Background: an optimization exercise with open tools, aiming at small area and a short achievable clock period. Do not read the settings as production practice. Only simulation tests tie the RTL to the original design; equivalence was not proved.

red:
Design div_non_restore_pip, start of the top module:
module div_non_restore_pip #(parameter N = 16) (
	input          clk,
	input  [N-1:0] dividend,
	input  [N-1:0] divisor,
	output [N-1:0] quotient
);
Settings: LEC_CHECK=0, CAP_MARGIN=20, CORE_MARGIN=2, CORE_UTILIZATION=70, PLACE_DENSITY=0.85, SLEW_MARGIN=20; clock period 4.5 ns.
standard.sh (not shown) runs the stock make flow with config.mk's settings and CLKGATE_MAP_FILE= SYNTH_SCRIPT=/design/flow/synth_recipe.tcl, a recipe that flattens the netlist after the stock synthesis.
==> flow/flow/run.sh <==
#!/bin/bash
# Own flow: the standard layout, with the synthesis's final ABC mapping
# run from flow/abc.script (delay-oriented) instead of ORFS's abc_speed.script.
set -euo pipefail
W=$(pwd)
export MY_ABC_SCRIPT=$W/flow/abc.script
export MY_ABC_D=${MY_ABC_D:-1000}
cat flow/abc_override.tcl synth_recipe.tcl > my_synth.tcl
sed "s#SYNTH_SCRIPT=[^ ]*#SYNTH_SCRIPT=$W/my_synth.tcl#" standard.sh > my_standard.sh
bash my_standard.sh > flow.log 2>&1
==> flow/flow/abc.script <==
&get -n
&st
&dch
&nf -p
&put
buffer -p
upsize {D}
dnsize {D}
==> flow/flow/abc_override.tcl <==
# Use our own ABC script and delay target for the final technology mapping
# (the generic abc inside yosys synth is unchanged).
proc abc {args} {
  set here [file dirname [file normalize [info script]]]
  set i [lsearch $args -script]
  if {$i >= 0} { lset args [expr {$i+1}] $::env(MY_ABC_SCRIPT) }
  set i [lsearch $args -D]
  if {$i >= 0} { lset args [expr {$i+1}] $::env(MY_ABC_D) } else { lappend args -D $::env(MY_ABC_D) }
  puts "abc (own script): $args"
  yosys abc {*}$args
}
No stage failed in red, and the final checks on the layout all came back clean.
Changes in blue relative to red:
Settings: SETUP_SLACK_MARGIN newly set to 2.0; PLACE_DENSITY removed (was 0.85); CORE_UTILIZATION changed from 70 to 40.
==> flow/run.sh (new file) <==
#!/bin/bash
# synth_recipe.tcl (not shown) runs the flow's synth.tcl, then flattens the netlist and writes it again
# the make line also repeats each setting of config.mk as NAME=value (left out here)
make -C /OpenROAD-flow-scripts/flow DESIGN_CONFIG=/design/flow/config.mk WORK_HOME=/design/flow/orfs CLKGATE_MAP_FILE= SYNTH_SCRIPT=/design/flow/synth_recipe.tcl finish
removed: flow/flow/run.sh
removed: flow/flow/abc.script
removed: flow/flow/abc_override.tcl
removed: flow/standard.sh
Notes after the runs:
Taking red as 1.0, blue lands at 0.862 on multi-input combinational cell count. blue — sequential share of layout area 5.2 points lower, red as reference. blue ended with every stage complete and zero timing, DRC or antenna violations. red went all the way through the flow, and no timing, DRC or antenna check failed. red has higher met1 global-route usage than blue.
Setup changes, blue to green
Settings: SETUP_SLACK_MARGIN: 2.0 -> 2.5.
==> flow/flow/run.sh (new file) <==
#!/bin/bash
# Own flow: the standard layout, with the synthesis's final ABC mapping
# run from flow/abc.script (delay-oriented) instead of ORFS's abc_speed.script.
set -euo pipefail
W=$(pwd)
export MY_ABC_SCRIPT=$W/flow/abc.script
export MY_ABC_D=${MY_ABC_D:-1000}
cat flow/abc_override.tcl synth_recipe.tcl > my_synth.tcl
sed "s#SYNTH_SCRIPT=[^ ]*#SYNTH_SCRIPT=$W/my_synth.tcl#" standard.sh > my_standard.sh
bash my_standard.sh > flow.log 2>&1
==> flow/flow/abc.script (new file) <==
&get -n
&st
&dch
&nf -p
&put
buffer -p
upsize {D}
dnsize {D}
==> flow/flow/abc_override.tcl (new file) <==
# Use our own ABC script and delay target for the final technology mapping
# (the generic abc inside yosys synth is unchanged).
proc abc {args} {
  set here [file dirname [file normalize [info script]]]
  set i [lsearch $args -script]
  if {$i >= 0} { lset args [expr {$i+1}] $::env(MY_ABC_SCRIPT) }
  set i [lsearch $args -D]
  if {$i >= 0} { lset args [expr {$i+1}] $::env(MY_ABC_D) } else { lappend args -D $::env(MY_ABC_D) }
  puts "abc (own script): $args"
  yosys abc {*}$args
}
==> flow/standard.sh (new file) <==
#!/bin/bash
# synth_recipe.tcl (not shown) runs the flow's synth.tcl, then flattens the netlist and writes it again
# the make line also repeats each setting of config.mk as NAME=value (left out here)
make -C /OpenROAD-flow-scripts/flow DESIGN_CONFIG=/design/flow/config.mk WORK_HOME=/design/flow/orfs CLKGATE_MAP_FILE= SYNTH_SCRIPT=/design/flow/synth_recipe.tcl "${@:-finish}"
removed: flow/run.sh
### Flow results
Compared green vs blue, and wire length of the first global-routing pass is up in green.
Against blue, green comes in 0.53 ns higher on worst setup slack.
Insertion delay to the later sink of the worst-skew pair ended up 0.03 ns higher on green than on blue.
Max cell area across blue and green: green
Instance count of the mapped netlist for green: 241 up relative to blue
Between blue and green, the total of clock buffers placed in the layout is lower for green.
green completed; timing, DRC and antenna clean
Changes in orange relative to green:
Settings: SETUP_SLACK_MARGIN now 2.6, was 2.5; PLACE_DENSITY now 0.9, previously not set; CORE_UTILIZATION now 80, was 40.
==> run notes <==
Status(orange) = ERROR, stage = 4_1_cts. The share of synthesized cell area in full adder, half adder and majority cells of orange and that of green are within noise of each other. For count of instances resized after the clock tree is built, dividing the value from orange by the value from green gives 1.9. Note that the total clock buffers created by CTS recorded for orange amounts to 0.859 times the value seen in green. On number of instances in the synthesized netlist, green and orange are basically level. Relative to green, the total cell area at the placement stage measured on orange has decreased by a few percent. From green to orange the numbers moved as follows: sequential cell area fraction in the yosys report now sits at about the same level, CTS H-tree depth now sits lower, starting utilization of the core area now sits higher, post-CTS repair timing setup buffer count now sits higher, number of standard-cell rows in the floorplan now sits lower. Diff green and orange: die height lower in orange.


Setup of zinc:
Another version of the RTL of div_non_restore_pip (not shown whole).
Size: about 680 flip-flops, ~27000 sq um of cells after synthesis.
## div_non_restore_pip
module div_non_restore_pip #(parameter N = 16) (
	input          clk,
	input  [N-1:0] dividend,
	input  [N-1:0] divisor,
	output [N-1:0] quotient
);
export LEC_CHECK = 0
export CAP_MARGIN = 20
export CORE_MARGIN = 2
export CORE_UTILIZATION = 55
export PLACE_DENSITY = 0.75
export SETUP_SLACK_MARGIN = 2.5
export SLEW_MARGIN = 20
create_clock -name core_clock -period 4.5 [get_ports {clk}]
==> flow/flow/run.sh <==
#!/bin/bash
# Own flow: the standard layout, with the synthesis's final ABC mapping
# run from flow/abc.script (delay-oriented) instead of ORFS's abc_speed.script.
# flow/make_args, if present, holds extra make variable settings.
set -euo pipefail
W=$(pwd)
export MY_ABC_SCRIPT=$W/flow/abc.script
export MY_ABC_D=${MY_ABC_D:-1000}
EXTRA=()
if [[ -f flow/make_args ]]; then read -r -a EXTRA < flow/make_args; fi
cat flow/abc_override.tcl synth_recipe.tcl > my_synth.tcl
sed "s#SYNTH_SCRIPT=[^ ]*#SYNTH_SCRIPT=$W/my_synth.tcl#" standard.sh > my_standard.sh
bash my_standard.sh "${EXTRA[@]}" finish > flow.log 2>&1
==> flow/flow/abc.script <==
&get -n
&st
&dch
&nf -p
&put
buffer -p
upsize {D}
dnsize {D}
==> flow/flow/abc_override.tcl <==
# Use our own ABC script and delay target for the final technology mapping
# (the generic abc inside yosys synth is unchanged).
proc abc {args} {
  set here [file dirname [file normalize [info script]]]
  set i [lsearch $args -script]
  if {$i >= 0} { lset args [expr {$i+1}] $::env(MY_ABC_SCRIPT) }
  set i [lsearch $args -D]
  if {$i >= 0} { lset args [expr {$i+1}] $::env(MY_ABC_D) } else { lappend args -D $::env(MY_ABC_D) }
  puts "abc (own script): $args"
  yosys abc {*}$args
}
==> flow/flow/make_args <==
ADDER_MAP_FILE=
zinc: full flow OK, the timing, DRC and antenna checks passed
Relative to zinc, the following input files were edited for ember:
- setting CTS_CLUSTER_SIZE to 30 for the first time
- setting TNS_END_PERCENT to 50 for the first time
- setting CTS_CLUSTER_DIAMETER to 60 for the first time
- changing SETUP_SLACK_MARGIN from 2.5 to 2.3
- setting GPL_ROUTABILITY_DRIVEN to 0 for the first time
- setting CTS_BUF_LIST to sky130_fd_sc_hd__clkbuf_16 for the first time
-- flow/flow/run.sh --
<<< zinc, line 3
# run from flow/abc.script (delay-oriented) instead of ORFS's abc_speed.script.
>>> ember, line 3
# run from flow/abc.script (delay-oriented) instead of ORFS's abc_speed.script,
# and the port buffers made with buf_2 cells.
<<< zinc, line 9
>>> ember, line 10
export BUFFER_PORTS_ARGS="-buffer_cell sky130_fd_sc_hd__buf_2"
### Flow results
Compared to zinc, the routing of ember uses less wire.
ember reports a lower global routing met3 resource utilization than zinc does.
Compared with zinc, ember ends up with a smaller final cell area.
Depth of the worst register-to-register path essentially unchanged between zinc and ember.
ember has less setup slack than zinc.
zinc → ember: number of buffers outside the clock class in the layout now sits lower; global-route wire length before repair now sits lower.
NOTE post-layout instance count excluding filler cells zinc->ember decreased by a few percent
> inputs changed (ember -> harbor)
- CORE_UTILIZATION: 55 -> 50
- PLACE_DENSITY: 0.75 -> 0.7
- CTS_CLUSTER_DIAMETER: 60 -> 80
Findings:
In the tables for harbor and ember, part of the cycle the worst path needs reads lower with ember. Placed wire-length estimate after detailed placement, harbor and ember: lower on ember. Delta (harbor minus ember): number of cells in the finished layout apart from fillers climbed about 0.4%; worst setup slack went down; clock latency of the later-clocked register in the worst-skew pair higher.
> inputs changed (harbor -> indigo)
- clearing TNS_END_PERCENT, which used to be 50
- swapping 50 for 62 in CORE_UTILIZATION
- clearing GPL_ROUTABILITY_DRIVEN, which used to be 0
- swapping 0.7 for 0.8 in PLACE_DENSITY
-- flow/flow/run.sh --
<<< harbor, line 3
# run from flow/abc.script (delay-oriented) instead of ORFS's abc_speed.script,
# and the port buffers made with buf_2 cells.
>>> indigo, line 3
# run from flow/abc.script (delay-oriented) instead of ORFS's abc_speed.script.
<<< harbor, line 10
export BUFFER_PORTS_ARGS="-buffer_cell sky130_fd_sc_hd__buf_2"
>>> indigo, line 9
==> run notes <==
indigo completed; timing, DRC and antenna clean
Compared with harbor, in indigo worst setup margin now larger; design area increased by about 1.5% relative to the old numbers.
Diff harbor -> indigo | antenna diode count | increase of 1
In the flow results for harbor and indigo, the arrival time reported for the critical path endpoint is smaller on indigo.
Row worst slack on hold paths: indigo lower / harbor higher
Relative to harbor, post-route fraction of the period consumed by the critical path decreased by 1.4 points in indigo.
Modified inputs, cedar compared to indigo
- swapping 2.3 for 2.4 in SETUP_SLACK_MARGIN
- swapping 0.8 for 0.75 in PLACE_DENSITY
- swapping 62 for 55 in CORE_UTILIZATION
cedar reports a lower global-route usage than indigo does.
cedar against indigo: fraction of area in registers moved down; fraction of registers with async set/reset flat.
For cedar, the destination of the critical timing path was QB[5]$_DFF_P_, unlike indigo, where it was QB[6]$_DFF_P_.
Count of clock-buffer cells in the layout: cedar higher than indigo
Relative to indigo, the final cell area reported for cedar is higher.
Delta (cedar minus indigo): final critical delay including setup and external delays decreased 0.088 ns; relative area of clock buffers and inverters in the final design now sits higher.
The inputs of onyx differ from those of cedar as listed below.
- clearing CTS_CLUSTER_SIZE, which used to be 30
- clearing CTS_BUF_LIST, which used to be sky130_fd_sc_hd__clkbuf_16
- clearing CTS_CLUSTER_DIAMETER, which used to be 80
removed: flow/flow/make_args
- Synthesized cell area, onyx vs cedar: up slightly
- Delta (onyx minus cedar): number of global-route vias before repair saw an increase; worst hold slack decreased 0.025 ns.
- Fraction of area in non-clock buffers (lower): cedar
- Summary: with cedar as the reference, non-clock buffer count in onyx moved up by more than 100%.

re-timing with driven ports:
In the flow no input, the clock included, has a driving cell. The finished layouts below were timed again as built, in two steps.
Step 1, drivers: a clkbuf_16 drives clk and a buf_2 each remaining input, both assumed.
Step 2 moves the port delays by t, midway between the first and last clock arrival at a register: inputs arrive t later, outputs are due t later. That takes back most of the time a late clock gives input paths.
Three values: ideal ports, drivers, drivers and shift; two values: the first two.
run | t (ns) | setup WS [ns] | hold slack, ns | worst setup path after step 2 | worst slew at a driven data input, ns
red | 0.692 | 1.583 / 1.583 / 1.583 | 0.320 / 0.320 / 0.320 | register to register | 0.05
blue | 0.655 | 1.805 / 1.805 / 1.805 | 0.317 / 0.317 / 0.317 | register to register | 0.04
green | 0.673 | 2.332 / 2.332 / 2.332 | 0.319 / 0.319 / 0.319 | register to register | 0.08
zinc | 0.674 | 2.329 / 2.329 / 2.329 | 0.312 / 0.312 / 0.312 | register to register | 0.04
ember | 0.638 | 2.284 / 2.284 / 2.284 | 0.328 / 0.328 / 0.328 | register to register | 0.04
harbor | 0.675 | 2.233 / 2.233 / 2.233 | 0.334 / 0.326 / 0.334 | register to register | 0.03
indigo | 0.656 | 2.296 / 2.296 / 2.296 | 0.329 / 0.329 / 0.329 | register to register | 0.04
cedar | 0.675 | 2.384 / 2.384 / 2.384 | 0.330 / 0.330 / 0.330 | register to register | 0.04
onyx | 0.672 | 2.222 / 2.222 / 2.222 | 0.305 / 0.305 / 0.305 | register to register | 0.05
After both steps every run listed still meets setup and hold.
